This is an optimization exercise on Yosys and OpenROAD, whose aim is small area and a short achievable clock period, not a production implementation. Only simulation tests tie the RTL to the original design; equivalence was not proved. In every run shown here, the design's own scripts or RTL, not TritonCTS, make the clock network. The flow treats the clock pin as an ideal source. Dropping or thinning the clock tree relies on that and would not hold on a real chip. Power and IR drop assume default switching activity.

[design/flow/flow/run.sh]
#!/bin/bash
# The standard layout (standard.sh), with these changes:
#  - every port gets a buf_1 buffer (ORFS's buffer_ports with -buffer_cell);
#  - after CTS (flow/clocktree.tcl) the clock tree is rebuilt as two balanced
#    levels of inverters (4 inv_6 on the clock port, 8 inv_12 driving the flip-flops);
#  - setup repair keeps the standard target (0 ns of slack), and
#    does not remove buffers (so every port keeps its buffer).
# ORFS writes each step's full log under orfs/logs/; make's own output goes to standard.log.
export BUFFER_PORTS_ARGS="-buffer_cell sky130_fd_sc_hd__buf_1"
export PRE_RESIZE_TCL=$PWD/flow/sizes.tcl
export POST_CTS_TCL=$PWD/flow/clocktree.tcl
export SETUP_SLACK_MARGIN=0
export SKIP_BUFFER_REMOVAL=1
bash standard.sh > standard.log 2>&1
[design/flow/flow/clocktree.tcl]
set block [ord::get_db_block]
set db [ord::get_db]
set leafm [$db findMaster sky130_fd_sc_hd__inv_12]
set rootm [$db findMaster sky130_fd_sc_hd__inv_6]
set clk_net [$block findNet clk]

set ffs {}
foreach inst [$block getInsts] {
  if {[string match "sky130_fd_sc_hd__df*" [[$inst getMaster] getName]]} {
    lappend ffs $inst
  }
}
# remove the CTS buffers, its dummy loads, and its nets
set old_nets {}
foreach inst [$block getInsts] {
  if {[string match "clkload*" [$inst getName]]} {
    odb::dbInst_destroy $inst
  } elseif {[string match "clkbuf_*_clk" [$inst getName]]} {
    set onet [[$inst findITerm X] getNet]
    if {$onet != "NULL"} { lappend old_nets $onet }
    odb::dbInst_destroy $inst
  }
}
foreach ff $ffs {
  set it [$ff findITerm CLK]
  set n [$it getNet]
  if {$n != "NULL" && [$n getName] != "clk"} { $it disconnect }
}
foreach n $old_nets {
  if {[llength [$n getITerms]] == 0} { odb::dbNet_destroy $n }
}
if {[llength [$clk_net getITerms]] != 0} { error "clock port still drives cells" }

proc ffx {ff} { return [lindex [$ff getLocation] 0] }
proc ffy {ff} { return [lindex [$ff getLocation] 1] }
proc split2 {l axis} {
  set s [lsort -command [list apply {{axis a b} {expr {[ff$axis $a] - [ff$axis $b]}}} $axis] $l]
  set h [expr {[llength $s] / 2}]
  return [list [lrange $s 0 [expr {$h - 1}]] [lrange $s $h end]]
}
proc centroid {l} {
  set sx 0; set sy 0
  foreach ff $l { set sx [expr {$sx + [ffx $ff]}]; set sy [expr {$sy + [ffy $ff]}] }
  return [list [expr {$sx / [llength $l]}] [expr {$sy / [llength $l]}]]
}
proc add_buf {block master name loc in_net out_name} {
  set buf [odb::dbInst_create $block $master $name]
  $buf setLocation {*}$loc
  $buf setPlacementStatus PLACED
  [$buf findITerm A] connect $in_net
  set net [odb::dbNet_create $block $out_name]
  $net setSigType CLOCK
  [$buf findITerm Y] connect $net
  return $net
}
set quads {}
foreach half [split2 $ffs x] { lappend quads {*}[split2 $half y] }
set k 0
foreach q $quads {
  set rnet [add_buf $block $rootm "clkroot_$k" [centroid $q] $clk_net "clknet_root_$k"]
  set j 0
  foreach part [split2 $q x] {
    set lnet [add_buf $block $leafm "clkleaf_${k}_$j" [centroid $part] $rnet "clknet_leaf_${k}_$j"]
    foreach ff $part { [$ff findITerm CLK] connect $lnet }
    puts "clock inverter clkleaf_${k}_$j drives [llength $part] flip-flops"
    incr j
  }
  incr k
}

detailed_placement
check_placement -verbose
estimate_parasitics -placement
report_clock_skew
[design/flow/flow/sizes.tcl]
# Sizes of the output buffers (made by buffer_ports, named output*) and of the
# accumulator flip-flops that drive them.
foreach inst [get_cells {output*}] {
  replace_cell $inst sky130_fd_sc_hd__buf_1
}
foreach inst [get_cells {a1.acc*}] {
  replace_cell $inst sky130_fd_sc_hd__dfxtp_1
}
# the input buffers of en and clr, which drive the accumulator's control gates
foreach port {en clr} {
  foreach inst [get_cells -of_objects [get_nets $port]] {
    replace_cell $inst sky130_fd_sc_hd__buf_8
  }
}
foreach inst [get_cells {m1.ra* m1.rb*}] {
  replace_cell $inst sky130_fd_sc_hd__dfxtp_4
}
[design/flow/standard.sh]
#!/bin/bash
# synth_recipe.tcl (not shown) runs the flow's synth.tcl, then flattens the netlist and writes it again
# the make line also repeats each setting of config.mk as NAME=value (left out here)
make -C /OpenROAD-flow-scripts/flow DESIGN_CONFIG=/design/flow/config.mk WORK_HOME=/design/flow/orfs CLKGATE_MAP_FILE= SYNTH_SCRIPT=/design/flow/synth_recipe.tcl "${@:-finish}"
[design/flow/config.mk]
export PLATFORM = sky130hd
export DESIGN_NAME = mac_unit
export DESIGN_NICKNAME = mac_unit
export VERILOG_FILES = /design/flow/design.v
export SDC_FILE = /design/flow/constraint.sdc
export NUM_CORES = 4
export LEC_CHECK = 0
export CAP_MARGIN = 20
export CORE_MARGIN = 2
export CORE_UTILIZATION = 60
export SLEW_MARGIN = 20
export SYNTH_HIERARCHICAL = 1
export SYNTH_MINIMUM_KEEP_SIZE = 0
[design/flow/constraint.sdc]
create_clock -name core_clock -period 13.5 [get_ports {clk}]
set_input_delay 2.7000 -clock core_clock [delete_from_list [all_inputs] [get_ports {clk}]]
set_output_delay 2.7000 -clock core_clock [all_outputs]
set_load 0.01 [all_outputs]
[design/flow/design.v]
module full_adder(input a,b,cin,
                  output sum,co);
assign sum=a^b^cin;
assign co=(a&b)|(b&cin)|(cin&a);
endmodule
module half_adder(input a,
                  input b,
                  output sum,
                  output carry);
assign sum=a^b;
assign carry=a&b;
endmodule
module half_adder_n(input a_n,
                    input b_n,
                    output sum_n,
                    output carry_n);
xnor2 x(a_n,b_n,sum_n);
or2 o(a_n,b_n,carry_n);
endmodule
module xnor2(input a,b, output y);
assign y=~(a^b);
endmodule
module or2(input a,b, output y);
assign y=a|b;
endmodule
module mux2_1(input h,s,e1,e0,
              output d);
assign d=(e1&s)|(e0&h);
endmodule
module mul_16x16(input clk,
                 input [15:0]a,
                 input [15:0]b,
                 output [31:0]c);
reg [15:0]ra,rb;
reg [55:0]s2;      
reg [31:0]p3,p4;
wire pn0_0 = ~(ra[0] & rb[0]);    
wire pn0_1 = ~(ra[0] & rb[1]);    
wire pn0_2 = ~(ra[0] & rb[2]);    
wire pn0_3 = ~(ra[0] & rb[3]);    
wire pn0_4 = ~(ra[0] & rb[4]);    
wire pn0_5 = ~(ra[0] & rb[5]);    
wire pn0_6 = ~(ra[0] & rb[6]);    
wire pn0_7 = ~(ra[0] & rb[7]);    
wire pn0_8 = ~(ra[0] & rb[8]);    
wire pn0_9 = ~(ra[0] & rb[9]);    
wire pn0_10 = ~(ra[0] & rb[10]);    
wire pn0_11 = ~(ra[0] & rb[11]);    
wire pn0_12 = ~(ra[0] & rb[12]);    
wire pn0_13 = ~(ra[0] & rb[13]);    
wire pn0_14 = ~(ra[0] & rb[14]);    
wire pn0_15 = ~(ra[0] & rb[15]);    
wire pn1_0 = ~(ra[1] & rb[0]);    
wire pn1_1 = ~(ra[1] & rb[1]);    
wire pn1_2 = ~(ra[1] & rb[2]);    
wire pn1_3 = ~(ra[1] & rb[3]);    
wire pn1_4 = ~(ra[1] & rb[4]);    
wire pn1_5 = ~(ra[1] & rb[5]);    
wire pn1_6 = ~(ra[1] & rb[6]);    
wire pn1_7 = ~(ra[1] & rb[7]);    
wire pn1_8 = ~(ra[1] & rb[8]);    
wire pn1_9 = ~(ra[1] & rb[9]);    
wire pn1_10 = ~(ra[1] & rb[10]);    
wire pn1_11 = ~(ra[1] & rb[11]);    
wire pn1_12 = ~(ra[1] & rb[12]);    
wire pn1_13 = ~(ra[1] & rb[13]);    
wire pn1_14 = ~(ra[1] & rb[14]);    
wire pn1_15 = ~(ra[1] & rb[15]);    
wire pn2_0 = ~(ra[2] & rb[0]);    
wire pn2_1 = ~(ra[2] & rb[1]);    
wire pn2_2 = ~(ra[2] & rb[2]);    
wire pn2_3 = ~(ra[2] & rb[3]);    
wire pn2_4 = ~(ra[2] & rb[4]);    
wire pn2_5 = ~(ra[2] & rb[5]);    
wire pn2_6 = ~(ra[2] & rb[6]);    
wire pn2_7 = ~(ra[2] & rb[7]);    
wire pn2_8 = ~(ra[2] & rb[8]);    
wire pn2_9 = ~(ra[2] & rb[9]);    
wire pn2_10 = ~(ra[2] & rb[10]);    
wire pn2_11 = ~(ra[2] & rb[11]);    
wire pn2_12 = ~(ra[2] & rb[12]);    
wire pn2_13 = ~(ra[2] & rb[13]);    
wire pn2_14 = ~(ra[2] & rb[14]);    
wire pn2_15 = ~(ra[2] & rb[15]);    
wire pn3_0 = ~(ra[3] & rb[0]);    
wire pn3_1 = ~(ra[3] & rb[1]);    
wire pn3_2 = ~(ra[3] & rb[2]);    
wire pn3_3 = ~(ra[3] & rb[3]);    
wire pn3_4 = ~(ra[3] & rb[4]);    
wire pn3_5 = ~(ra[3] & rb[5]);    
wire pn3_6 = ~(ra[3] & rb[6]);    
wire pn3_7 = ~(ra[3] & rb[7]);    
wire pn3_8 = ~(ra[3] & rb[8]);    
wire pn3_9 = ~(ra[3] & rb[9]);    
wire pn3_10 = ~(ra[3] & rb[10]);    
wire pn3_11 = ~(ra[3] & rb[11]);    
wire pn3_12 = ~(ra[3] & rb[12]);    
wire pn3_13 = ~(ra[3] & rb[13]);    
wire pn3_14 = ~(ra[3] & rb[14]);    
wire pn3_15 = ~(ra[3] & rb[15]);    
wire pn4_0 = ~(ra[4] & rb[0]);    
wire pn4_1 = ~(ra[4] & rb[1]);    
wire pn4_2 = ~(ra[4] & rb[2]);    
wire pn4_3 = ~(ra[4] & rb[3]);    
wire pn4_4 = ~(ra[4] & rb[4]);    
wire pn4_5 = ~(ra[4] & rb[5]);    
wire pn4_6 = ~(ra[4] & rb[6]);    
wire pn4_7 = ~(ra[4] & rb[7]);    
wire pn4_8 = ~(ra[4] & rb[8]);    
wire pn4_9 = ~(ra[4] & rb[9]);    
wire pn4_10 = ~(ra[4] & rb[10]);    
wire pn4_11 = ~(ra[4] & rb[11]);    
wire pn4_12 = ~(ra[4] & rb[12]);    
wire pn4_13 = ~(ra[4] & rb[13]);    
wire pn4_14 = ~(ra[4] & rb[14]);    
wire pn4_15 = ~(ra[4] & rb[15]);    
wire pn5_0 = ~(ra[5] & rb[0]);    
wire pn5_1 = ~(ra[5] & rb[1]);    
wire pn5_2 = ~(ra[5] & rb[2]);    
wire pn5_3 = ~(ra[5] & rb[3]);    
wire pn5_4 = ~(ra[5] & rb[4]);    
wire pn5_5 = ~(ra[5] & rb[5]);    
wire pn5_6 = ~(ra[5] & rb[6]);    
wire pn5_7 = ~(ra[5] & rb[7]);    
wire pn5_8 = ~(ra[5] & rb[8]);    
wire pn5_9 = ~(ra[5] & rb[9]);    
wire pn5_10 = ~(ra[5] & rb[10]);    
wire pn5_11 = ~(ra[5] & rb[11]);    
wire pn5_12 = ~(ra[5] & rb[12]);    
wire pn5_13 = ~(ra[5] & rb[13]);    
wire pn5_14 = ~(ra[5] & rb[14]);    
wire pn5_15 = ~(ra[5] & rb[15]);    
wire pn6_0 = ~(ra[6] & rb[0]);    
wire pn6_1 = ~(ra[6] & rb[1]);    
wire pn6_2 = ~(ra[6] & rb[2]);    
wire pn6_3 = ~(ra[6] & rb[3]);    
wire pn6_4 = ~(ra[6] & rb[4]);    
wire pn6_5 = ~(ra[6] & rb[5]);    
wire pn6_6 = ~(ra[6] & rb[6]);    
wire pn6_7 = ~(ra[6] & rb[7]);    
wire pn6_8 = ~(ra[6] & rb[8]);    
wire pn6_9 = ~(ra[6] & rb[9]);    
wire pn6_10 = ~(ra[6] & rb[10]);    
wire pn6_11 = ~(ra[6] & rb[11]);    
wire pn6_12 = ~(ra[6] & rb[12]);    
wire pn6_13 = ~(ra[6] & rb[13]);    
wire pn6_14 = ~(ra[6] & rb[14]);    
wire pn6_15 = ~(ra[6] & rb[15]);    
wire pn7_0 = ~(ra[7] & rb[0]);    
wire pn7_1 = ~(ra[7] & rb[1]);    
wire pn7_2 = ~(ra[7] & rb[2]);    
wire pn7_3 = ~(ra[7] & rb[3]);    
wire pn7_4 = ~(ra[7] & rb[4]);    
wire pn7_5 = ~(ra[7] & rb[5]);    
wire pn7_6 = ~(ra[7] & rb[6]);    
wire pn7_7 = ~(ra[7] & rb[7]);    
wire pn7_8 = ~(ra[7] & rb[8]);    
wire pn7_9 = ~(ra[7] & rb[9]);    
wire pn7_10 = ~(ra[7] & rb[10]);    
wire pn7_11 = ~(ra[7] & rb[11]);    
wire pn7_12 = ~(ra[7] & rb[12]);    
wire pn7_13 = ~(ra[7] & rb[13]);    
wire pn7_14 = ~(ra[7] & rb[14]);    
wire pn7_15 = ~(ra[7] & rb[15]);    
wire pn8_0 = ~(ra[8] & rb[0]);    
wire pn8_1 = ~(ra[8] & rb[1]);    
wire pn8_2 = ~(ra[8] & rb[2]);    
wire pn8_3 = ~(ra[8] & rb[3]);    
wire pn8_4 = ~(ra[8] & rb[4]);    
wire pn8_5 = ~(ra[8] & rb[5]);    
wire pn8_6 = ~(ra[8] & rb[6]);    
wire pn8_7 = ~(ra[8] & rb[7]);    
wire pn8_8 = ~(ra[8] & rb[8]);    
wire pn8_9 = ~(ra[8] & rb[9]);    
wire pn8_10 = ~(ra[8] & rb[10]);    
wire pn8_11 = ~(ra[8] & rb[11]);    
wire pn8_12 = ~(ra[8] & rb[12]);    
wire pn8_13 = ~(ra[8] & rb[13]);    
wire pn8_14 = ~(ra[8] & rb[14]);    
wire pn8_15 = ~(ra[8] & rb[15]);    
wire pn9_0 = ~(ra[9] & rb[0]);    
wire pn9_1 = ~(ra[9] & rb[1]);    
wire pn9_2 = ~(ra[9] & rb[2]);    
wire pn9_3 = ~(ra[9] & rb[3]);    
wire pn9_4 = ~(ra[9] & rb[4]);    
wire pn9_5 = ~(ra[9] & rb[5]);    
wire pn9_6 = ~(ra[9] & rb[6]);    
wire pn9_7 = ~(ra[9] & rb[7]);    
wire pn9_8 = ~(ra[9] & rb[8]);    
wire pn9_9 = ~(ra[9] & rb[9]);    
wire pn9_10 = ~(ra[9] & rb[10]);    
wire pn9_11 = ~(ra[9] & rb[11]);    
wire pn9_12 = ~(ra[9] & rb[12]);    
wire pn9_13 = ~(ra[9] & rb[13]);    
wire pn9_14 = ~(ra[9] & rb[14]);    
wire pn9_15 = ~(ra[9] & rb[15]);    
wire pn10_0 = ~(ra[10] & rb[0]);    
wire pn10_1 = ~(ra[10] & rb[1]);    
wire pn10_2 = ~(ra[10] & rb[2]);    
wire pn10_3 = ~(ra[10] & rb[3]);    
wire pn10_4 = ~(ra[10] & rb[4]);    
wire pn10_5 = ~(ra[10] & rb[5]);    
wire pn10_6 = ~(ra[10] & rb[6]);    
wire pn10_7 = ~(ra[10] & rb[7]);    
wire pn10_8 = ~(ra[10] & rb[8]);    
wire pn10_9 = ~(ra[10] & rb[9]);    
wire pn10_10 = ~(ra[10] & rb[10]);    
wire pn10_11 = ~(ra[10] & rb[11]);    
wire pn10_12 = ~(ra[10] & rb[12]);    
wire pn10_13 = ~(ra[10] & rb[13]);    
wire pn10_14 = ~(ra[10] & rb[14]);    
wire pn10_15 = ~(ra[10] & rb[15]);    
wire pn11_0 = ~(ra[11] & rb[0]);    
wire pn11_1 = ~(ra[11] & rb[1]);    
wire pn11_2 = ~(ra[11] & rb[2]);    
wire pn11_3 = ~(ra[11] & rb[3]);    
wire pn11_4 = ~(ra[11] & rb[4]);    
wire pn11_5 = ~(ra[11] & rb[5]);    
wire pn11_6 = ~(ra[11] & rb[6]);    
wire pn11_7 = ~(ra[11] & rb[7]);    
wire pn11_8 = ~(ra[11] & rb[8]);    
wire pn11_9 = ~(ra[11] & rb[9]);    
wire pn11_10 = ~(ra[11] & rb[10]);    
wire pn11_11 = ~(ra[11] & rb[11]);    
wire pn11_12 = ~(ra[11] & rb[12]);    
wire pn11_13 = ~(ra[11] & rb[13]);    
wire pn11_14 = ~(ra[11] & rb[14]);    
wire pn11_15 = ~(ra[11] & rb[15]);    
wire pn12_0 = ~(ra[12] & rb[0]);    
wire pn12_1 = ~(ra[12] & rb[1]);    
wire pn12_2 = ~(ra[12] & rb[2]);    
wire pn12_3 = ~(ra[12] & rb[3]);    
wire pn12_4 = ~(ra[12] & rb[4]);    
wire pn12_5 = ~(ra[12] & rb[5]);    
wire pn12_6 = ~(ra[12] & rb[6]);    
wire pn12_7 = ~(ra[12] & rb[7]);    
wire pn12_8 = ~(ra[12] & rb[8]);    
wire pn12_9 = ~(ra[12] & rb[9]);    
wire pn12_10 = ~(ra[12] & rb[10]);    
wire pn12_11 = ~(ra[12] & rb[11]);    
wire pn12_12 = ~(ra[12] & rb[12]);    
wire pn12_13 = ~(ra[12] & rb[13]);    
wire pn12_14 = ~(ra[12] & rb[14]);    
wire pn12_15 = ~(ra[12] & rb[15]);    
wire pn13_0 = ~(ra[13] & rb[0]);    
wire pn13_1 = ~(ra[13] & rb[1]);    
wire pn13_2 = ~(ra[13] & rb[2]);    
wire pn13_3 = ~(ra[13] & rb[3]);    
wire pn13_4 = ~(ra[13] & rb[4]);    
wire pn13_5 = ~(ra[13] & rb[5]);    
wire pn13_6 = ~(ra[13] & rb[6]);    
wire pn13_7 = ~(ra[13] & rb[7]);    
wire pn13_8 = ~(ra[13] & rb[8]);    
wire pn13_9 = ~(ra[13] & rb[9]);    
wire pn13_10 = ~(ra[13] & rb[10]);    
wire pn13_11 = ~(ra[13] & rb[11]);    
wire pn13_12 = ~(ra[13] & rb[12]);    
wire pn13_13 = ~(ra[13] & rb[13]);    
wire pn13_14 = ~(ra[13] & rb[14]);    
wire pn13_15 = ~(ra[13] & rb[15]);    
wire pn14_0 = ~(ra[14] & rb[0]);    
wire pn14_1 = ~(ra[14] & rb[1]);    
wire pn14_2 = ~(ra[14] & rb[2]);    
wire pn14_3 = ~(ra[14] & rb[3]);    
wire pn14_4 = ~(ra[14] & rb[4]);    
wire pn14_5 = ~(ra[14] & rb[5]);    
wire pn14_6 = ~(ra[14] & rb[6]);    
wire pn14_7 = ~(ra[14] & rb[7]);    
wire pn14_8 = ~(ra[14] & rb[8]);    
wire pn14_9 = ~(ra[14] & rb[9]);    
wire pn14_10 = ~(ra[14] & rb[10]);    
wire pn14_11 = ~(ra[14] & rb[11]);    
wire pn14_12 = ~(ra[14] & rb[12]);    
wire pn14_13 = ~(ra[14] & rb[13]);    
wire pn14_14 = ~(ra[14] & rb[14]);    
wire pn14_15 = ~(ra[14] & rb[15]);    
wire pn15_0 = ~(ra[15] & rb[0]);    
wire pn15_1 = ~(ra[15] & rb[1]);    
wire pn15_2 = ~(ra[15] & rb[2]);    
wire pn15_3 = ~(ra[15] & rb[3]);    
wire pn15_4 = ~(ra[15] & rb[4]);    
wire pn15_5 = ~(ra[15] & rb[5]);    
wire pn15_6 = ~(ra[15] & rb[6]);    
wire pn15_7 = ~(ra[15] & rb[7]);    
wire pn15_8 = ~(ra[15] & rb[8]);    
wire pn15_9 = ~(ra[15] & rb[9]);    
wire pn15_10 = ~(ra[15] & rb[10]);    
wire pn15_11 = ~(ra[15] & rb[11]);    
wire pn15_12 = ~(ra[15] & rb[12]);    
wire pn15_13 = ~(ra[15] & rb[13]);    
wire pn15_14 = ~(ra[15] & rb[14]);    
wire pn15_15 = ~(ra[15] & rb[15]);    
wire s1, c2;
half_adder_n ha2(pn0_13, pn1_12, s1, c2);
wire s3, c4;
full_adder fa4(pn0_14, pn1_13, pn2_12, s3, c4);
wire s5, c6;
half_adder_n ha6(pn3_11, pn4_10, s5, c6);
wire s7, c8;
full_adder fa8(pn0_15, pn1_14, pn2_13, s7, c8);
wire s9, c10;
full_adder fa10(pn3_12, pn4_11, pn5_10, s9, c10);
wire s11, c12;
half_adder_n ha12(pn6_9, pn7_8, s11, c12);
wire s13, c14;
full_adder fa14(pn1_15, pn2_14, pn3_13, s13, c14);
wire s15, c16;
full_adder fa16(pn4_12, pn5_11, pn6_10, s15, c16);
wire s17, c18;
half_adder_n ha18(pn7_9, pn8_8, s17, c18);
wire s19, c20;
full_adder fa20(pn2_15, pn3_14, pn4_13, s19, c20);
wire s21, c22;
full_adder fa22(pn5_12, pn6_11, pn7_10, s21, c22);
wire s23, c24;
full_adder fa24(pn3_15, pn4_14, pn5_13, s23, c24);
wire s25, c26;
half_adder_n ha26(pn0_9, pn1_8, s25, c26);
wire s27, c28;
full_adder fa28(pn0_10, pn1_9, pn2_8, s27, c28);
wire s29, c30;
half_adder_n ha30(pn3_7, pn4_6, s29, c30);
wire s31, c32;
full_adder fa32(pn0_11, pn1_10, pn2_9, s31, c32);
wire s33, c34;
full_adder fa34(pn3_8, pn4_7, pn5_6, s33, c34);
wire s35, c36;
half_adder_n ha36(pn6_5, pn7_4, s35, c36);
wire s37, c38;
full_adder fa38(pn0_12, pn1_11, pn2_10, s37, c38);
wire s39, c40;
full_adder fa40(pn3_9, pn4_8, pn5_7, s39, c40);
wire s41, c42;
full_adder fa42(pn6_6, pn7_5, pn8_4, s41, c42);
wire s43, c44;
half_adder_n ha44(pn9_3, pn10_2, s43, c44);
wire s45, c46;
full_adder fa46(pn2_11, pn3_10, pn4_9, s45, c46);
wire s47, c48;
full_adder fa48(pn5_8, pn6_7, pn7_6, s47, c48);
wire s49, c50;
full_adder fa50(pn8_5, pn9_4, pn10_3, s49, c50);
wire s51, c52;
full_adder fa52(pn11_2, pn12_1, pn13_0, s51, c52);
wire s53, c54;
full_adder fa54(pn5_9, pn6_8, pn7_7, s53, c54);
wire s55, c56;
full_adder fa56(pn8_6, pn9_5, pn10_4, s55, c56);
wire s57, c58;
full_adder fa58(pn11_3, pn12_2, pn13_1, s57, c58);
wire s59, c60;
full_adder fa60(pn14_0, c2, s5, s59, c60);
wire s61, c62;
full_adder fa62(pn8_7, pn9_6, pn10_5, s61, c62);
wire s63, c64;
full_adder fa64(pn11_4, pn12_3, pn13_2, s63, c64);
wire s65, c66;
full_adder fa66(pn14_1, pn15_0, c6, s65, c66);
wire s67, c68;
full_adder fa68(s11, c4, s7, s67, c68);
wire s69, c70;
full_adder fa70(pn9_7, pn10_6, pn11_5, s69, c70);
wire s71, c72;
full_adder fa72(pn12_4, pn13_3, pn14_2, s71, c72);
wire s73, c74;
full_adder fa74(pn15_1, c12, s17, s73, c74);
wire s75, c76;
full_adder fa76(c8, c10, s13, s75, c76);
wire s77, c78;
full_adder fa78(pn8_9, pn9_8, pn10_7, s77, c78);
wire s79, c80;
full_adder fa80(pn11_6, pn12_5, pn13_4, s79, c80);
wire s81, c82;
full_adder fa82(pn14_3, pn15_2, c18, s81, c82);
wire s83, c84;
full_adder fa84(c14, c16, s19, s83, c84);
wire s85, c86;
full_adder fa86(pn6_12, pn7_11, pn8_10, s85, c86);
wire s87, c88;
full_adder fa88(pn9_9, pn10_8, pn11_7, s87, c88);
wire s89, c90;
full_adder fa90(pn12_6, pn13_5, pn14_4, s89, c90);
wire s91, c92;
full_adder fa92(pn15_3, c20, c22, s91, c92);
wire s93, c94;
full_adder fa94(pn4_15, pn5_14, pn6_13, s93, c94);
wire s95, c96;
full_adder fa96(pn7_12, pn8_11, pn9_10, s95, c96);
wire s97, c98;
full_adder fa98(pn10_9, pn11_8, pn12_7, s97, c98);
wire s99, c100;
full_adder fa100(pn13_6, pn14_5, pn15_4, s99, c100);
wire s101, c102;
full_adder fa102(pn5_15, pn6_14, pn7_13, s101, c102);
wire s103, c104;
full_adder fa104(pn8_12, pn9_11, pn10_10, s103, c104);
wire s105, c106;
full_adder fa106(pn11_9, pn12_8, pn13_7, s105, c106);
wire s107, c108;
full_adder fa108(pn6_15, pn7_14, pn8_13, s107, c108);
wire s109, c110;
full_adder fa110(pn9_12, pn10_11, pn11_10, s109, c110);
wire s111, c112;
full_adder fa112(pn7_15, pn8_14, pn9_13, s111, c112);
wire s113, c114;
half_adder_n ha114(pn0_6, pn1_5, s113, c114);
wire s115, c116;
full_adder fa116(pn0_7, pn1_6, pn2_5, s115, c116);
wire s117, c118;
half_adder_n ha118(pn3_4, pn4_3, s117, c118);
wire s119, c120;
full_adder fa120(pn0_8, pn1_7, pn2_6, s119, c120);
wire s121, c122;
full_adder fa122(pn3_5, pn4_4, pn5_3, s121, c122);
wire s123, c124;
half_adder_n ha124(pn6_2, pn7_1, s123, c124);
wire s125, c126;
full_adder fa126(pn2_7, pn3_6, pn4_5, s125, c126);
wire s127, c128;
full_adder fa128(pn5_4, pn6_3, pn7_2, s127, c128);
wire s129, c130;
full_adder fa130(pn8_1, pn9_0, s25, s129, c130);
wire s131, c132;
full_adder fa132(pn5_5, pn6_4, pn7_3, s131, c132);
wire s133, c134;
full_adder fa134(pn8_2, pn9_1, pn10_0, s133, c134);
wire s135, c136;
full_adder fa136(c26, s29, s27, s135, c136);
wire s137, c138;
full_adder fa138(pn8_3, pn9_2, pn10_1, s137, c138);
wire s139, c140;
full_adder fa140(pn11_0, c30, s35, s139, c140);
wire s141, c142;
full_adder fa142(c28, s31, s33, s141, c142);
wire s143, c144;
full_adder fa144(pn11_1, pn12_0, c36, s143, c144);
wire s145, c146;
full_adder fa146(s43, c32, c34, s145, c146);
wire s147, c148;
full_adder fa148(s37, s39, s41, s147, c148);
wire s149, c150;
full_adder fa150(c44, s1, c38, s149, c150);
wire s151, c152;
full_adder fa152(c40, c42, s45, s151, c152);
wire s153, c154;
full_adder fa154(s47, s49, s51, s153, c154);
wire s155, c156;
full_adder fa156(c46, c48, c50, s155, c156);
wire s157, c158;
full_adder fa158(c52, s53, s55, s157, c158);
wire s159, c160;
full_adder fa160(s57, s3, s59, s159, c160);
wire s161, c162;
full_adder fa162(c54, c56, c58, s161, c162);
wire s163, c164;
full_adder fa164(s61, s63, s9, s163, c164);
wire s165, c166;
full_adder fa166(c60, s65, s67, s165, c166);
wire s167, c168;
full_adder fa168(c62, c64, s69, s167, c168);
wire s169, c170;
full_adder fa170(s71, s15, c66, s169, c170);
wire s171, c172;
full_adder fa172(s73, c68, s75, s171, c172);
wire s173, c174;
full_adder fa174(c70, c72, s77, s173, c174);
wire s175, c176;
full_adder fa176(s79, s21, c74, s175, c176);
wire s177, c178;
full_adder fa178(s81, c76, s83, s177, c178);
wire s179, c180;
full_adder fa180(c78, c80, s85, s179, c180);
wire s181, c182;
full_adder fa182(s87, s89, s23, s181, c182);
wire s183, c184;
full_adder fa184(c82, c84, s91, s183, c184);
wire s185, c186;
full_adder fa186(c86, c88, c90, s185, c186);
wire s187, c188;
full_adder fa188(s93, s95, s97, s187, c188);
wire s189, c190;
full_adder fa190(s99, c24, c92, s189, c190);
wire s191, c192;
full_adder fa192(pn14_6, pn15_5, c94, s191, c192);
wire s193, c194;
full_adder fa194(c96, c98, c100, s193, c194);
wire s195, c196;
full_adder fa196(s101, s103, s105, s195, c196);
wire s197, c198;
full_adder fa198(pn12_9, pn13_8, pn14_7, s197, c198);
wire s199, c200;
full_adder fa200(pn15_6, c102, c104, s199, c200);
wire s201, c202;
full_adder fa202(c106, s107, s109, s201, c202);
wire s203, c204;
full_adder fa204(pn10_12, pn11_11, pn12_10, s203, c204);
wire s205, c206;
full_adder fa206(pn13_9, pn14_8, pn15_7, s205, c206);
wire s207, c208;
full_adder fa208(c108, c110, s111, s207, c208);
wire s209, c210;
full_adder fa210(pn8_15, pn9_14, pn10_13, s209, c210);
wire s211, c212;
full_adder fa212(pn11_12, pn12_11, pn13_10, s211, c212);
wire s213, c214;
full_adder fa214(pn14_9, pn15_8, c112, s213, c214);
wire s215, c216;
full_adder fa216(pn9_15, pn10_14, pn11_13, s215, c216);
wire s217, c218;
full_adder fa218(pn12_12, pn13_11, pn14_10, s217, c218);
wire s219, c220;
full_adder fa220(pn10_15, pn11_14, pn12_13, s219, c220);
wire s221, c222;
half_adder_n ha222(pn0_4, pn1_3, s221, c222);
wire s223, c224;
full_adder fa224(pn0_5, pn1_4, pn2_3, s223, c224);
wire s225, c226;
half_adder_n ha226(pn3_2, pn4_1, s225, c226);
wire s227, c228;
full_adder fa228(pn2_4, pn3_3, pn4_2, s227, c228);
wire s229, c230;
full_adder fa230(pn5_1, pn6_0, s113, s229, c230);
wire s231, c232;
full_adder fa232(pn5_2, pn6_1, pn7_0, s231, c232);
wire s233, c234;
full_adder fa234(c114, s117, s115, s233, c234);
wire s235, c236;
full_adder fa236(pn8_0, c118, s123, s235, c236);
wire s237, c238;
full_adder fa238(c116, s119, s121, s237, c238);
wire s239, c240;
full_adder fa240(c124, c120, c122, s239, c240);
wire s241, c242;
full_adder fa242(s125, s127, s129, s241, c242);
wire s243, c244;
full_adder fa244(c126, c128, s131, s243, c244);
wire s245, c246;
full_adder fa246(s133, c130, s135, s245, c246);
wire s247, c248;
full_adder fa248(c132, c134, s137, s247, c248);
wire s249, c250;
full_adder fa250(s139, c136, s141, s249, c250);
wire s251, c252;
full_adder fa252(c138, c140, s143, s251, c252);
wire s253, c254;
full_adder fa254(c142, s145, s147, s253, c254);
wire s255, c256;
full_adder fa256(c144, c146, c148, s255, c256);
wire s257, c258;
full_adder fa258(s149, s151, s153, s257, c258);
wire s259, c260;
full_adder fa260(c150, c152, c154, s259, c260);
wire s261, c262;
full_adder fa262(s155, s157, s159, s261, c262);
wire s263, c264;
full_adder fa264(c156, c158, s161, s263, c264);
wire s265, c266;
full_adder fa266(s163, c160, s165, s265, c266);
wire s267, c268;
full_adder fa268(c162, c164, s167, s267, c268);
wire s269, c270;
full_adder fa270(s169, c166, s171, s269, c270);
wire s271, c272;
full_adder fa272(c168, s173, c170, s271, c272);
wire s273, c274;
full_adder fa274(s175, c172, s177, s273, c274);
wire s275, c276;
full_adder fa276(c174, s179, s181, s275, c276);
wire s277, c278;
full_adder fa278(c176, c178, s183, s277, c278);
wire s279, c280;
full_adder fa280(c180, c182, s185, s279, c280);
wire s281, c282;
full_adder fa282(s187, c184, s189, s281, c282);
wire s283, c284;
full_adder fa284(c186, c188, s191, s283, c284);
wire s285, c286;
full_adder fa286(s193, s195, c190, s285, c286);
wire s287, c288;
full_adder fa288(s197, c192, c194, s287, c288);
wire s289, c290;
full_adder fa290(c196, s199, s201, s289, c290);
wire s291, c292;
full_adder fa292(c198, s203, s205, s291, c292);
wire s293, c294;
full_adder fa294(c200, c202, s207, s293, c294);
wire s295, c296;
full_adder fa296(c204, c206, s209, s295, c296);
wire s297, c298;
full_adder fa298(s211, c208, s213, s297, c298);
wire s299, c300;
full_adder fa300(pn15_9, c210, c212, s299, c300);
wire s301, c302;
full_adder fa302(s215, s217, c214, s301, c302);
wire s303, c304;
full_adder fa304(pn13_12, pn14_11, pn15_10, s303, c304);
wire s305, c306;
full_adder fa306(c216, c218, s219, s305, c306);
wire s307, c308;
full_adder fa308(pn11_15, pn12_14, pn13_13, s307, c308);
wire s309, c310;
full_adder fa310(pn14_12, pn15_11, c220, s309, c310);
wire s311, c312;
full_adder fa312(pn12_15, pn13_14, pn14_13, s311, c312);
wire s313, c314;
half_adder_n ha314(pn0_3, pn1_2, s313, c314);
wire s315, c316;
full_adder fa316(pn2_2, pn3_1, pn4_0, s315, c316);
wire s317, c318;
full_adder fa318(pn5_0, c222, s225, s317, c318);
wire s319, c320;
full_adder fa320(c226, c224, s227, s319, c320);
wire s321, c322;
full_adder fa322(c228, s231, c230, s321, c322);
wire s323, c324;
full_adder fa324(c232, s235, c234, s323, c324);
wire s325, c326;
full_adder fa326(c236, c238, s239, s325, c326);
wire s327, c328;
full_adder fa328(c240, s243, c242, s327, c328);
wire s329, c330;
full_adder fa330(c244, s247, c246, s329, c330);
wire s331, c332;
full_adder fa332(c248, s251, c250, s331, c332);
wire s333, c334;
full_adder fa334(c252, c254, s255, s333, c334);
wire s335, c336;
full_adder fa336(c256, c258, s259, s335, c336);
wire s337, c338;
full_adder fa338(c260, s263, c262, s337, c338);
wire s339, c340;
full_adder fa340(c264, s267, c266, s339, c340);
wire s341, c342;
full_adder fa342(c268, s271, c270, s341, c342);
wire s343, c344;
full_adder fa344(s275, c272, c274, s343, c344);
wire s345, c346;
full_adder fa346(c276, s279, c278, s345, c346);
wire s347, c348;
full_adder fa348(c280, s283, c282, s347, c348);
wire s349, c350;
full_adder fa350(c284, s287, s289, s349, c350);
wire s351, c352;
full_adder fa352(s291, c288, c290, s351, c352);
wire s353, c354;
full_adder fa354(c292, s295, c294, s353, c354);
wire s355, c356;
full_adder fa356(c296, s299, c298, s355, c356);
wire s357, c358;
full_adder fa358(s303, c300, s305, s357, c358);
wire s359, c360;
full_adder fa360(c304, s307, c306, s359, c360);
wire s361, c362;
full_adder fa362(pn15_12, c308, s311, s361, c362);
wire s363, c364;
full_adder fa364(pn13_15, pn14_14, pn15_13, s363, c364);
wire s365, c366;
half_adder_n ha366(pn0_2, pn1_1, s365, c366);
wire s367, c368;
full_adder fa368(pn2_1, pn3_0, s313, s367, c368);
wire s369, c370;
full_adder fa370(c314, s221, s315, s369, c370);
wire s371, c372;
full_adder fa372(c316, s223, s317, s371, c372);
wire s373, c374;
full_adder fa374(c318, s229, s319, s373, c374);
wire s375, c376;
full_adder fa376(c320, s233, s321, s375, c376);
wire s377, c378;
full_adder fa378(s237, c322, s323, s377, c378);
wire s379, c380;
full_adder fa380(s241, c324, s325, s379, c380);
wire s381, c382;
full_adder fa382(c326, s245, s327, s381, c382);
wire s383, c384;
full_adder fa384(s249, c328, s329, s383, c384);
wire s385, c386;
full_adder fa386(s253, c330, s331, s385, c386);
wire s387, c388;
full_adder fa388(s257, c332, s333, s387, c388);
wire s389, c390;
full_adder fa390(s261, c334, s335, s389, c390);
wire s391, c392;
full_adder fa392(c336, s265, s337, s391, c392);
wire s393, c394;
full_adder fa394(s269, c338, s339, s393, c394);
wire s395, c396;
full_adder fa396(s273, c340, s341, s395, c396);
wire s397, c398;
full_adder fa398(s277, c342, s343, s397, c398);
wire s399, c400;
full_adder fa400(s281, c344, s345, s399, c400);
wire s401, c402;
full_adder fa402(s285, c346, s347, s401, c402);
wire s403, c404;
full_adder fa404(s349, c286, c348, s403, c404);
wire s405, c406;
full_adder fa406(s293, c350, s351, s405, c406);
wire s407, c408;
full_adder fa408(s297, c352, s353, s407, c408);
wire s409, c410;
full_adder fa410(s301, c354, s355, s409, c410);
wire s411, c412;
full_adder fa412(s357, c302, c356, s411, c412);
wire s413, c414;
full_adder fa414(s309, c358, s359, s413, c414);
wire s415, c416;
full_adder fa416(s361, c310, c360, s415, c416);
wire s417, c418;
full_adder fa418(s363, c312, c362, s417, c418);
wire s419, c420;
full_adder fa420(pn14_15, pn15_14, c364, s419, c420);
wire s421, c422;
half_adder_n ha422(pn0_1, pn1_0, s421, c422);
wire s423, c424;
full_adder fa424(pn2_0, s365, c422, s423, c424);
wire s425, c426;
full_adder fa426(c366, s367, c424, s425, c426);
wire s427, c428;
full_adder fa428(c368, s369, c426, s427, c428);
wire s429, c430;
full_adder fa430(c370, s371, c428, s429, c430);
wire s431, c432;
full_adder fa432(c372, s373, c430, s431, c432);
wire [55:0]s2_d;
assign s2_d[0] = pn0_0;    
assign s2_d[1] = s421;    
assign s2_d[2] = s423;    
assign s2_d[3] = s425;    
assign s2_d[4] = s427;    
assign s2_d[5] = s429;    
assign s2_d[6] = s431;    
assign s2_d[7] = c374;    
assign s2_d[8] = s375;    
assign s2_d[9] = c432;    
assign s2_d[10] = c376;    
assign s2_d[11] = s377;    
assign s2_d[12] = c378;    
assign s2_d[13] = s379;    
assign s2_d[14] = c380;    
assign s2_d[15] = s381;    
assign s2_d[16] = c382;    
assign s2_d[17] = s383;    
assign s2_d[18] = c384;    
assign s2_d[19] = s385;    
assign s2_d[20] = c386;    
assign s2_d[21] = s387;    
assign s2_d[22] = c388;    
assign s2_d[23] = s389;    
assign s2_d[24] = c390;    
assign s2_d[25] = s391;    
assign s2_d[26] = c392;    
assign s2_d[27] = s393;    
assign s2_d[28] = c394;    
assign s2_d[29] = s395;    
assign s2_d[30] = c396;    
assign s2_d[31] = s397;    
assign s2_d[32] = c398;    
assign s2_d[33] = s399;    
assign s2_d[34] = c400;    
assign s2_d[35] = s401;    
assign s2_d[36] = c402;    
assign s2_d[37] = s403;    
assign s2_d[38] = c404;    
assign s2_d[39] = s405;    
assign s2_d[40] = c406;    
assign s2_d[41] = s407;    
assign s2_d[42] = c408;    
assign s2_d[43] = s409;    
assign s2_d[44] = c410;    
assign s2_d[45] = s411;    
assign s2_d[46] = c412;    
assign s2_d[47] = s413;    
assign s2_d[48] = c414;    
assign s2_d[49] = s415;    
assign s2_d[50] = c416;    
assign s2_d[51] = s417;    
assign s2_d[52] = c418;    
assign s2_d[53] = s419;    
assign s2_d[54] = c420;    
assign s2_d[55] = pn15_15;    
wire [31:0]x3 = {1'b1, s2[54], s2[52], s2[50], s2[48], s2[46], s2[44], s2[42], s2[40], s2[38], s2[36], s2[34], s2[32], s2[30], s2[28], s2[26], s2[24], s2[22], s2[20], s2[18], s2[16], s2[14], s2[12], s2[10], s2[7], s2[6], s2[5], s2[4], s2[3], s2[2], s2[1], s2[0]};
wire [31:0]y3 = {1'b1, s2[55], s2[53], s2[51], s2[49], s2[47], s2[45], s2[43], s2[41], s2[39], s2[37], s2[35], s2[33], s2[31], s2[29], s2[27], s2[25], s2[23], s2[21], s2[19], s2[17], s2[15], s2[13], s2[11], s2[8], 1'b1, 1'b1, 1'b1, 1'b1, 1'b1, 1'b1, 1'b1};
wire kg0 = s2[7] & s2[8];
wire kp0 = s2[7] ^ s2[8];
wire kg1 = s2[10] & s2[11];
wire kp1 = s2[10] ^ s2[11];
wire kg2 = s2[12] & s2[13];
wire kp2 = s2[12] ^ s2[13];
wire kg3 = s2[14] & s2[15];
wire kp3 = s2[14] ^ s2[15];
wire kg4 = s2[16] & s2[17];
wire kp4 = s2[16] ^ s2[17];
wire kg5 = s2[18] & s2[19];
wire kp5 = s2[18] ^ s2[19];
wire kg6 = s2[20] & s2[21];
wire kp6 = s2[20] ^ s2[21];
wire kg7 = s2[22] & s2[23];
wire kp7 = s2[22] ^ s2[23];
wire kg8 = s2[24] & s2[25];
wire kp8 = s2[24] ^ s2[25];
wire kg9 = s2[26] & s2[27];
wire kp9 = s2[26] ^ s2[27];
wire kg10 = s2[28] & s2[29];
wire kp10 = s2[28] ^ s2[29];
wire kg11 = s2[30] & s2[31];
wire kp11 = s2[30] ^ s2[31];
wire kg12 = s2[32] & s2[33];
wire kp12 = s2[32] ^ s2[33];
wire kg13 = s2[34] & s2[35];
wire kp13 = s2[34] ^ s2[35];
wire kg14 = s2[36] & s2[37];
wire kp14 = s2[36] ^ s2[37];
wire kg15 = s2[38] & s2[39];
wire kp15 = s2[38] ^ s2[39];
wire kg16 = s2[40] & s2[41];
wire kp16 = s2[40] ^ s2[41];
wire kg17 = s2[42] & s2[43];
wire kp17 = s2[42] ^ s2[43];
wire kg18 = s2[44] & s2[45];
wire kp18 = s2[44] ^ s2[45];
wire kg19 = s2[46] & s2[47];
wire kp19 = s2[46] ^ s2[47];
wire kg20 = s2[48] & s2[49];
wire kp20 = s2[48] ^ s2[49];
wire kg21 = s2[50] & s2[51];
wire kp21 = s2[50] ^ s2[51];
wire kg22 = s2[52] & s2[53];
wire kp22 = s2[52] ^ s2[53];
wire kg23 = s2[54] & s2[55];
wire kp23 = s2[54] ^ s2[55];
wire kg24 = 1'b1 & 1'b1;
wire kp24 = 1'b1 ^ 1'b1;
wire kg0c = kg0 | (kp0 & s2[9]);
wire kG1 = kg1 | (kp1 & kg0c);
wire kP1 = kp1 & kp0;
wire kG2 = kg3 | (kp3 & kg2);
wire kP2 = kp3 & kp2;
wire kG3 = kg5 | (kp5 & kg4);
wire kP3 = kp5 & kp4;
wire kG4 = kg7 | (kp7 & kg6);
wire kP4 = kp7 & kp6;
wire kG5 = kg9 | (kp9 & kg8);
wire kP5 = kp9 & kp8;
wire kG6 = kg11 | (kp11 & kg10);
wire kP6 = kp11 & kp10;
wire kG7 = kg13 | (kp13 & kg12);
wire kP7 = kp13 & kp12;
wire kG8 = kg15 | (kp15 & kg14);
wire kP8 = kp15 & kp14;
wire kG9 = kg17 | (kp17 & kg16);
wire kP9 = kp17 & kp16;
wire kG10 = kg19 | (kp19 & kg18);
wire kP10 = kp19 & kp18;
wire kG11 = kg21 | (kp21 & kg20);
wire kP11 = kp21 & kp20;
wire kG12 = kg23 | (kp23 & kg22);
wire kP12 = kp23 & kp22;
wire kG13 = kG2 | (kP2 & kG1);
wire kP13 = kP2 & kP1;
wire kG14 = kG4 | (kP4 & kG3);
wire kP14 = kP4 & kP3;
wire kG15 = kG6 | (kP6 & kG5);
wire kP15 = kP6 & kP5;
wire kG16 = kG8 | (kP8 & kG7);
wire kP16 = kP8 & kP7;
wire kG17 = kG10 | (kP10 & kG9);
wire kP17 = kP10 & kP9;
wire kG18 = kG12 | (kP12 & kG11);
wire kP18 = kP12 & kP11;
wire kG19 = kG14 | (kP14 & kG13);
wire kP19 = kP14 & kP13;
wire kG20 = kG16 | (kP16 & kG15);
wire kP20 = kP16 & kP15;
wire kG21 = kG18 | (kP18 & kG17);
wire kP21 = kP18 & kP17;
wire kG22 = kG20 | (kP20 & kG19);
wire kP22 = kP20 & kP19;
wire kG23 = kG21 | (kP21 & kG22);
wire kP23 = kP21 & kP22;
wire kG24 = kG15 | (kP15 & kG19);
wire kP24 = kP15 & kP19;
wire kG25 = kG17 | (kP17 & kG22);
wire kP25 = kP17 & kP22;
wire kG26 = kG3 | (kP3 & kG13);
wire kP26 = kP3 & kP13;
wire kG27 = kG5 | (kP5 & kG19);
wire kP27 = kP5 & kP19;
wire kG28 = kG7 | (kP7 & kG24);
wire kP28 = kP7 & kP24;
wire kG29 = kG9 | (kP9 & kG22);
wire kP29 = kP9 & kP22;
wire kG30 = kG11 | (kP11 & kG25);
wire kP30 = kP11 & kP25;
wire kG31 = kg2 | (kp2 & kG1);
wire kP31 = kp2 & kP1;
wire kG32 = kg4 | (kp4 & kG13);
wire kP32 = kp4 & kP13;
wire kG33 = kg6 | (kp6 & kG26);
wire kP33 = kp6 & kP26;
wire kG34 = kg8 | (kp8 & kG19);
wire kP34 = kp8 & kP19;
wire kG35 = kg10 | (kp10 & kG27);
wire kP35 = kp10 & kP27;
wire kG36 = kg12 | (kp12 & kG24);
wire kP36 = kp12 & kP24;
wire kG37 = kg14 | (kp14 & kG28);
wire kP37 = kp14 & kP28;
wire kG38 = kg16 | (kp16 & kG22);
wire kP38 = kp16 & kP22;
wire kG39 = kg18 | (kp18 & kG29);
wire kP39 = kp18 & kP29;
wire kG40 = kg20 | (kp20 & kG25);
wire kP40 = kp20 & kP25;
wire kG41 = kg22 | (kp22 & kG30);
wire kP41 = kp22 & kP30;
wire kG42 = kg24 | (kp24 & kG23);
wire kP42 = kp24 & kP23;
wire [31:0]p3_d = {(kp24 ^ kG23), (kp23 ^ kG41), (kp22 ^ kG30), (kp21 ^ kG40), (kp20 ^ kG25), (kp19 ^ kG39), (kp18 ^ kG29), (kp17 ^ kG38), (kp16 ^ kG22), (kp15 ^ kG37), (kp14 ^ kG28), (kp13 ^ kG36), (kp12 ^ kG24), (kp11 ^ kG35), (kp10 ^ kG27), (kp9 ^ kG34), (kp8 ^ kG19), (kp7 ^ kG33), (kp6 ^ kG26), (kp5 ^ kG32), (kp4 ^ kG13), (kp3 ^ kG31), (kp2 ^ kG1), (kp1 ^ kg0c), (kp0 ^ s2[9]), s2[6], s2[5], s2[4], s2[3], s2[2], s2[1], s2[0]};
always @(posedge clk)
 begin
  ra<=a;
  rb<=b;
  s2<=s2_d;
  p3<=~p3_d;    
  p4<=p3;
 end
assign c=p4;
endmodule
module accumulator(input clk,en,clr,
                   input [31:0]a,
                   output [39:0]c);
reg [39:0]acc;
wire [39:0]b={8'b0,a};
wire [39:0]g0=acc&b;
wire [39:0]p0=acc^b;
wire gg1 = g0[1] | (p0[1] & g0[0]);
wire pp1 = p0[1] & p0[0];
wire gg2 = g0[3] | (p0[3] & g0[2]);
wire pp2 = p0[3] & p0[2];
wire gg3 = g0[5] | (p0[5] & g0[4]);
wire pp3 = p0[5] & p0[4];
wire gg4 = g0[7] | (p0[7] & g0[6]);
wire pp4 = p0[7] & p0[6];
wire gg5 = g0[9] | (p0[9] & g0[8]);
wire pp5 = p0[9] & p0[8];
wire gg6 = g0[11] | (p0[11] & g0[10]);
wire pp6 = p0[11] & p0[10];
wire gg7 = g0[13] | (p0[13] & g0[12]);
wire pp7 = p0[13] & p0[12];
wire gg8 = g0[15] | (p0[15] & g0[14]);
wire pp8 = p0[15] & p0[14];
wire gg9 = g0[17] | (p0[17] & g0[16]);
wire pp9 = p0[17] & p0[16];
wire gg10 = g0[19] | (p0[19] & g0[18]);
wire pp10 = p0[19] & p0[18];
wire gg11 = g0[21] | (p0[21] & g0[20]);
wire pp11 = p0[21] & p0[20];
wire gg12 = g0[23] | (p0[23] & g0[22]);
wire pp12 = p0[23] & p0[22];
wire gg13 = g0[25] | (p0[25] & g0[24]);
wire pp13 = p0[25] & p0[24];
wire gg14 = g0[27] | (p0[27] & g0[26]);
wire pp14 = p0[27] & p0[26];
wire gg15 = g0[29] | (p0[29] & g0[28]);
wire pp15 = p0[29] & p0[28];
wire gg16 = g0[31] | (p0[31] & g0[30]);
wire pp16 = p0[31] & p0[30];
wire gg17 = g0[33] | (p0[33] & g0[32]);
wire pp17 = p0[33] & p0[32];
wire gg18 = g0[35] | (p0[35] & g0[34]);
wire pp18 = p0[35] & p0[34];
wire gg19 = g0[37] | (p0[37] & g0[36]);
wire pp19 = p0[37] & p0[36];
wire gg20 = g0[39] | (p0[39] & g0[38]);
wire pp20 = p0[39] & p0[38];
wire gg21 = gg2 | (pp2 & gg1);
wire pp21 = pp2 & pp1;
wire gg22 = gg4 | (pp4 & gg3);
wire pp22 = pp4 & pp3;
wire gg23 = gg6 | (pp6 & gg5);
wire pp23 = pp6 & pp5;
wire gg24 = gg8 | (pp8 & gg7);
wire pp24 = pp8 & pp7;
wire gg25 = gg10 | (pp10 & gg9);
wire pp25 = pp10 & pp9;
wire gg26 = gg12 | (pp12 & gg11);
wire pp26 = pp12 & pp11;
wire gg27 = gg14 | (pp14 & gg13);
wire pp27 = pp14 & pp13;
wire gg28 = gg16 | (pp16 & gg15);
wire pp28 = pp16 & pp15;
wire gg29 = gg18 | (pp18 & gg17);
wire pp29 = pp18 & pp17;
wire gg30 = gg20 | (pp20 & gg19);
wire pp30 = pp20 & pp19;
wire gg31 = gg22 | (pp22 & gg21);
wire pp31 = pp22 & pp21;
wire gg32 = gg24 | (pp24 & gg23);
wire pp32 = pp24 & pp23;
wire gg33 = gg26 | (pp26 & gg25);
wire pp33 = pp26 & pp25;
wire gg34 = gg28 | (pp28 & gg27);
wire pp34 = pp28 & pp27;
wire gg35 = gg30 | (pp30 & gg29);
wire pp35 = pp30 & pp29;
wire gg36 = gg32 | (pp32 & gg31);
wire pp36 = pp32 & pp31;
wire gg37 = gg34 | (pp34 & gg33);
wire pp37 = pp34 & pp33;
wire gg38 = gg37 | (pp37 & gg36);
wire pp38 = pp37 & pp36;
wire gg39 = gg33 | (pp33 & gg36);
wire pp39 = pp33 & pp36;
wire gg40 = gg35 | (pp35 & gg38);
wire pp40 = pp35 & pp38;
wire gg41 = gg23 | (pp23 & gg31);
wire pp41 = pp23 & pp31;
wire gg42 = gg25 | (pp25 & gg36);
wire pp42 = pp25 & pp36;
wire gg43 = gg27 | (pp27 & gg39);
wire pp43 = pp27 & pp39;
wire gg44 = gg29 | (pp29 & gg38);
wire pp44 = pp29 & pp38;
wire gg45 = gg3 | (pp3 & gg21);
wire pp45 = pp3 & pp21;
wire gg46 = gg5 | (pp5 & gg31);
wire pp46 = pp5 & pp31;
wire gg47 = gg7 | (pp7 & gg41);
wire pp47 = pp7 & pp41;
wire gg48 = gg9 | (pp9 & gg36);
wire pp48 = pp9 & pp36;
wire gg49 = gg11 | (pp11 & gg42);
wire pp49 = pp11 & pp42;
wire gg50 = gg13 | (pp13 & gg39);
wire pp50 = pp13 & pp39;
wire gg51 = gg15 | (pp15 & gg43);
wire pp51 = pp15 & pp43;
wire gg52 = gg17 | (pp17 & gg38);
wire pp52 = pp17 & pp38;
wire gg53 = gg19 | (pp19 & gg44);
wire pp53 = pp19 & pp44;
wire gg54 = g0[2] | (p0[2] & gg1);
wire pp54 = p0[2] & pp1;
wire gg55 = g0[4] | (p0[4] & gg21);
wire pp55 = p0[4] & pp21;
wire gg56 = g0[6] | (p0[6] & gg45);
wire pp56 = p0[6] & pp45;
wire gg57 = g0[8] | (p0[8] & gg31);
wire pp57 = p0[8] & pp31;
wire gg58 = g0[10] | (p0[10] & gg46);
wire pp58 = p0[10] & pp46;
wire gg59 = g0[12] | (p0[12] & gg41);
wire pp59 = p0[12] & pp41;
wire gg60 = g0[14] | (p0[14] & gg47);
wire pp60 = p0[14] & pp47;
wire gg61 = g0[16] | (p0[16] & gg36);
wire pp61 = p0[16] & pp36;
wire gg62 = g0[18] | (p0[18] & gg48);
wire pp62 = p0[18] & pp48;
wire gg63 = g0[20] | (p0[20] & gg42);
wire pp63 = p0[20] & pp42;
wire gg64 = g0[22] | (p0[22] & gg49);
wire pp64 = p0[22] & pp49;
wire gg65 = g0[24] | (p0[24] & gg39);
wire pp65 = p0[24] & pp39;
wire gg66 = g0[26] | (p0[26] & gg50);
wire pp66 = p0[26] & pp50;
wire gg67 = g0[28] | (p0[28] & gg43);
wire pp67 = p0[28] & pp43;
wire gg68 = g0[30] | (p0[30] & gg51);
wire pp68 = p0[30] & pp51;
wire gg69 = g0[32] | (p0[32] & gg38);
wire pp69 = p0[32] & pp38;
wire gg70 = g0[34] | (p0[34] & gg52);
wire pp70 = p0[34] & pp52;
wire gg71 = g0[36] | (p0[36] & gg44);
wire pp71 = p0[36] & pp44;
wire gg72 = g0[38] | (p0[38] & gg53);
wire pp72 = p0[38] & pp53;
wire [39:0]cy={gg72, gg53, gg71, gg44, gg70, gg52, gg69, gg38, gg68, gg51, gg67, gg43, gg66, gg50, gg65, gg39, gg64, gg49, gg63, gg42, gg62, gg48, gg61, gg36, gg60, gg47, gg59, gg41, gg58, gg46, gg57, gg31, gg56, gg45, gg55, gg21, gg54, gg1, g0[0], 1'b0};
wire [39:0]sum=p0^cy;
wire [39:0]d;
wire e1=en&~clr;     
wire e0=~(en|clr);   
genvar i;
generate
 for (i=0;i<40;i=i+1)
  begin : sel
   mux2_1 m(acc[i],sum[i],e1,e0,d[i]);
  end
endgenerate
always @(posedge clk)
  acc <= d;
assign c = acc;
endmodule
module mac_unit(input clk,en,clr,
                input [15:0]a,b,
                output [39:0]c);
wire [31:0]temp1;
mul_16x16 m1(clk,a,b,temp1);
accumulator a1(clk,en,clr,temp1,c);
endmodule
==> results.toml, run 1 <==
[worst_setup_path]
cp-start-kind = "register"
critPathLaunch = "m1.rb[15]"
cp_data_arrival_time_ns = 3.54
required_ns = 13.53
cp_max_fo = 16
worst_r2r_startpoint = "m1.rb[15]"
endpoint_kind = "register"
worstSetupPathType = "register to register"

[synthesis]
syn_area_mm2 = 0.01225
synthMostInstantiatedCell = "nand2_1"
synth_top_area_cell = "fa_1"
synth-seq-area-share_pct = 31.38
ys_warn_count = 8
synth-seq-cells = 192
synth_top_area_share_pct = 37.43
syn_nets = 1422
synth-main-ff-cell = "dfxtp_1"
synth_area_leaders = "fa_1 (37%), dfxtp_1 (31%), nand2_1 (8.5%), ha_1 (5.8%), a22o_1 (2.9%)"
ys_top_cells_by_count = "nand2_1 (279), fa_1 (229), dfxtp_1 (192)"
synth_cells = 1101
syn_area_per_cell_um2 = 11.13
yosys.cell_types.count = 45
synthArstFlopShare_pct = 0
synth_edf_count = 0

[floorplanning]
die_w_um = 146.9
placementRows = 52
dieHeight_um = 146.9
start_util_pct = 60.93
io_pins = 75
die-area_mm2 = 0.02157
core_area_mm2 = 0.02010

[placement]
dp_hpwl_mm = 18.34
dp_worst_setup_slack_ns = 9.861
portBuffers = 74
place.gp.congestion = 0.8499

[detailed_routing]
ant_nets = 0
top_layer = "met4"
avgViaCountPerCell = 5.390
post_drt_wl_per_cell_um = 17.06
met2WireLength_mm = 10.93
wl_met1_mm = 10.83
first_iter_violations = 312
drc = 0
met3_length_mm = 1.588
wl_mm = 23.68
firstDrtPassIters = 5
vias = 7482

[min_path]
min_from = "m1.p3[18]"
hold_class = "register to register"

[finish]
area_growth_pct = 5.312
fillers = 1644
diodes = 0
drive_gt1_share_pct = 5.635
final_util_pct = 64.16
final_nets = 1441

[timing]
fin_setup_tns_ns = 0
relSlewSlack_pct = 69.69
min_period_over_period_pct = 25.98
slew_violations = 0
finClkSkew_ns = 0.01839
worst_pin_slew_ns = 0.4526
finalSetupViolCount = 0
setup_slack_ns = 9.993
max_freq_ghz = 0.2851
rsz0062_at_grt = "no"
hold_violations = 0
min_period_ns = 3.507

[grt]
grt_pass1_vias = 7907
grt_max_degree = 41
gr-usage-all-layers_pct = 23.83
antenna_found_initial = 0
grt_overflow = 0
grt_pass1_wl_mm = 40.45

[power]
p_per_area_mw_per_mm2 = 185.0
ir_worst_vdd_v = 0.0001118
power_w = 0.002386
p_leak_nw = 5.000

[clock_network]
path_clk_slew_ns = 0.10
cts.sinks = 192
clock_latency_ns = 0.15

[flow_run]
maxCapViolations = 0

[run_status]
status = "no timing/DRC/antenna violations"
-- Yosys stat by module (local to each module, per instance), excerpt --
module | cells | flops+latches | area [um^2] | copies in the design
xnor2 | 1 | 0 | 8.758 | 16
mux2_1 | 1 | 0 | 8.758 | 40
mul_16x16 | 596 | 152 | 5269 | 1
or2 | 1 | 0 | 6.256 | 16
full_adder | 1 | 0 | 20.02 | 200
accumulator | 233 | 40 | 2386 | 1
-- power breakdown --
| group | leakage [nW] | switching, W | internal, W | total [W] |
|---|---|---|---|---|
| Combinational | 3.30 | 0.000658 | 0.000563 | 0.00122 |
| Sequential | 1.62 | 0.000134 | 0.000792 | 0.000926 |
| Clock | 0.0765 | 0.000199 | 0.0000410 | 0.000240 |
-- kinds of logic after synthesis --
kind of cell               Yosys count  synth area share (%)
adders and majority gates          286                 43.25
buffers and inverters              132                 4.290
xor gates and xnor gates            46                 3.289
DFF                                192                 31.38
AOI/OAI and AO/OA                  109                 6.415
and+or+nand+nor                    336                 11.38
-- state kept, by name, summed over array words and instances, names as in the netlist --
| signal | cells |
|---|---|
| a1.acc | 40 |
| m1.p3 | 32 |
| m1.p4 | 32 |
| m1.ra | 16 |
| m1.rb | 16 |
| m1.s2 | 56 |
-- critical path: stages (launching register included) --
cell     delay, ns
dfxtp_4       0.48
nand2_1       0.11
fa_1          0.46
fa_1          0.58
fa_1          0.44
fa_1          0.40
fa_1          0.51
fa_1          0.40
-- final cells by class --
| cell class | instances | area [um^2] | share of cell area, % |
|---|---|---|---|
| Timing Repair Buffer | 77 | 322.8 | 2.502 |
| Sequential cell | 192 | 3964 | 30.73 |
| Tap cell | 270 | 337.8 | 2.619 |
| Inverter | 72 | 390.4 | 3.026 |
| Multi-Input combinational cell | 777 | 7885 | 61.12 |
-- layer usage --
| metal | vias up | global-route usage [%] |
|---|---|---|
| met4 | 0 | 4.612 |
| li1 | 3484 | - |
| met2 | 219 | 37.70 |
| met5 | - | 0 |
| met1 | 3754 | 34.39 |
| met3 | 25 | 5.590 |
-- final timing paths --
| kind | cells after the start | slack [ns] | endpoint |
|---|---|---|---|
| max | 7 | 9.99 | m1.s2[31] |
| min | 0 | 0.33 | m1.p4[18] |
| max reg2reg | 7 | 9.99 | m1.s2[31] |
| min reg2reg | 0 | 0.33 | m1.p4[18] |
-- metrics by stage --
step	cells	instance area, um^2	hold slack (ns)
final	1388	12900	0.3276
after global routing	1388	12900	0.3381
after global placement	1376	12590	0.3104
after floorplan	1101	12250	0.3096
after detailed placement	1376	12730	0.3121
-- cell usage in the layout, fill, tap and decap left out, drive strengths merged, types with 5 or more instances in the layout --
cell type | synthesis | routed
dfxtp | 192 | 192
ha | 57 | 57
buf | 8 | 77
inv | 60 | 72
o21ai | 13 | 13
fa | 229 | 229
xnor2 | 29 | 29
o211ai | 6 | 6
nand4 | 6 | 6
nand3 | 5 | 5
nor2 | 11 | 11
o21a | 6 | 6
a22o | 40 | 40
xor2 | 17 | 17
or2 | 18 | 18
nand2 | 280 | 280
a21oi | 29 | 29
==> run 2: changes to the inputs <==
--- a/design/flow/config.mk
+++ b/design/flow/config.mk
@@ -9,3 +9,3 @@
 export CORE_MARGIN = 2
-export CORE_UTILIZATION = 60
+export CORE_UTILIZATION = 70
 export SLEW_MARGIN = 20
==> results.toml, run 2 <==
[grt]
antenna_found_initial = 0
grt_max_degree = 41
grt_pass1_vias = 8161
gr-usage-all-layers_pct = 28.35
grt_overflow = 0
grt_pass1_wl_mm = 40.34

[synthesis]
synth_edf_count = 0
syn_area_mm2 = 0.01225
syn_nets = 1422
synth_top_area_cell = "fa_1"
synth-seq-cells = 192
synth-seq-area-share_pct = 31.38
synthArstFlopShare_pct = 0
synth_cells = 1101
ys_top_cells_by_count = "nand2_1 (279), fa_1 (229), dfxtp_1 (192)"
synthMostInstantiatedCell = "nand2_1"
synth_top_area_share_pct = 37.43
synth_area_leaders = "fa_1 (37%), dfxtp_1 (31%), nand2_1 (8.5%), ha_1 (5.8%), a22o_1 (2.9%)"
synth-main-ff-cell = "dfxtp_1"
yosys.cell_types.count = 45
syn_area_per_cell_um2 = 11.13
ys_warn_count = 8

[timing]
hold_violations = 0
slew_violations = 0
min_period_ns = 3.526
fin_setup_tns_ns = 0
relSlewSlack_pct = 70.76
rsz0062_at_grt = "no"
finClkSkew_ns = 0.01758
worst_pin_slew_ns = 0.4385
setup_slack_ns = 9.974
max_freq_ghz = 0.2836
min_period_over_period_pct = 26.12
finalSetupViolCount = 0

[floorplanning]
die_w_um = 136.3
dieHeight_um = 136.3
die-area_mm2 = 0.01857
start_util_pct = 71.31
placementRows = 48
io_pins = 75
core_area_mm2 = 0.01718

[worst_setup_path]
cpMostUsedCell = "fa_1"
cp-start-kind = "register"
endpoint_kind = "register"
cpPeakStageDelay_ns = 0.59
crit_slowest_cell = "fa_1"
cp_top_family = "adder cells"
crit_chain = "nand2_1, fa_1, fa_1, fa_1, fa_1, fa_1, fa_1"
worstSetupPathType = "register to register"
required_ns = 13.53
path_buf_inv = 0
cp_max_fo = 16
cp_data_arrival_time_ns = 3.56

[placement]
place.gp.congestion = 0.8908
dp_hpwl_mm = 18.33
portBuffers = 74
dp_worst_setup_slack_ns = 9.883

[finish]
largest_reg_flops = 56
layout.cells.most_common = "nand2_1"
largest_register = "m1.s2"
area_growth_pct = 4.791
diodes = 0
drive_gt1_share_pct = 5.551
final_nets = 1440
reg.largest.list = "m1.s2 (56), a1.acc (40)"
final_cell_mix = "nand2_1 (279), fa_1 (229), dfxtp_1 (160), buf_1 (72), inv_1 (60)"

[power]
p_leak_nw = 4.995
p_per_area_mw_per_mm2 = 186.9
ir_worst_vdd_v = 0.0001193

[detailed_routing]
firstDrtPassIters = 5
drc = 0
first_iter_violations = 463
wl_mm = 24.11
ant_nets = 0
avgViaCountPerCell = 5.722
vias = 7679
post_drt_wl_per_cell_um = 17.96

[clock_network]
clock_latency_ns = 0.15
cts.sinks = 192
path_clk_slew_ns = 0.10

[run_status]
status = "no timing/DRC/antenna violations"

[min_path]
hold_class = "register to register"

[flow_run]
maxCapViolations = 0
[run 2: where the power goes]
group / total [W] / internal (W) / switching [W]
sequential: 0.000929 / 0.000792 / 0.000137
clock: 0.000240 / 0.0000409 / 0.000199
combinational: 0.00123 / 0.000566 / 0.000664
[run 2: routing by layer]
metal | track usage (%) | up-vias | routed length [um]
met5 | 0 | - | 0
met4 | 8.449 | 0 | 586
met3 | 6.115 | 59 | 2001
met2 | 47.07 | 334 | 11710
met1 | 37.93 | 3801 | 9813
li1 | - | 3485 | -
[run 2: path summary, 6_finish.rpt]
check                           slack, ns   endpoint  cells after the start       from
worst max-delay path                 9.97  m1.s2[31]                      7  m1.rb[15]
worst min-delay path                 0.32  m1.p4[16]                      0  m1.p3[16]
worst max register to register       9.97  m1.s2[31]                      7  m1.rb[15]
worst min register to register       0.32  m1.p4[16]                      0  m1.p3[16]
[run 2: through the flow]
stage	cell area, um^2	power (W)	hold WS (ns)	util (%)	instances
6_report	12840	0.002400	0.3188	74.73	1342
5_1_grt	12840	0.002660	0.3362	74.73	1342
3_5_place_dp	12670	0.002186	0.3121	73.77	1330
3_3_place_gp	12530	0.002111	0.3099	72.94	1330
2_1_floorplan	12250	0.001849	0.3096	-	1101
[run 2: cell families (layout without fill, tap and decap cells)]
group	count (synthesis)	in the layout	share of synthesized area (%)
buffers and inverters	132	148	4.290
DFF	192	192	31.38
and+or+nand+nor	336	336	11.38
xor gates and xnor gates	46	46	3.289
adders and majority gates	286	286	43.25
AOI/OAI and AO/OA	109	109	6.415
[run 2: cell type report]
class	count	area (um^2)
inverters	72	390.4
flip-flops and latches	192	3964
repair buffers	76	315.3
well taps	225	281.5
multi-input cells	777	7885
fillers	1226	4340
[run 2: modules after synthesis (local to each module, per instance), excerpt]
module       cell area (um^2)  flops+latches  cells inside  copies in the design
mul_16x16                5269            152           596                     1
accumulator              2386             40           233                     1
full_adder              20.02              0             1                   200
mux2_1                  8.758              0             1                    40
xnor2                   8.758              0             1                    16
or2                     6.256              0             1                    16
[run 2: worst register-to-register path: stages, from the launching register on]
cell     delay (ns)
dfxtp_4        0.48
nand2_1        0.13
fa_1           0.59
fa_1           0.44
fa_1           0.46
fa_1           0.39
fa_1           0.51
fa_1           0.41

-- static timing again, ports no longer ideal --
No port has a modelled driver above. Below, the same layouts with a new extraction and two added sets of constraints. Step 1 (the two cells are an assumption about what drives the block):
set clk [get_ports {clk}]
set_driving_cell -lib_cell sky130_fd_sc_hd__clkbuf_16 $clk
set_driving_cell -lib_cell sky130_fd_sc_hd__buf_2 [delete_from_list [all_inputs] $clk]
Step 2 times the ports against the registers' clock, not the clock port: input delays grow and output delays shrink by t, the midpoint of the rising clock arrivals with the driver on. a / b / c = ideal / step 1 / step 2; a / b = the first two.
run | t (ns) | setup slack, ns | clock arrival spread, ns
run 1 | 0.274 | 9.993 / 9.934 / 9.832 | 0.022 / 0.023
run 2 | 0.268 | 9.974 / 9.929 / 9.860 | 0.021 / 0.022
After both steps every run listed still meets setup and hold. For run 1, which loses most, drivers alone change the setup slack by -0.059 ns; drivers and shift together by -0.161 ns.
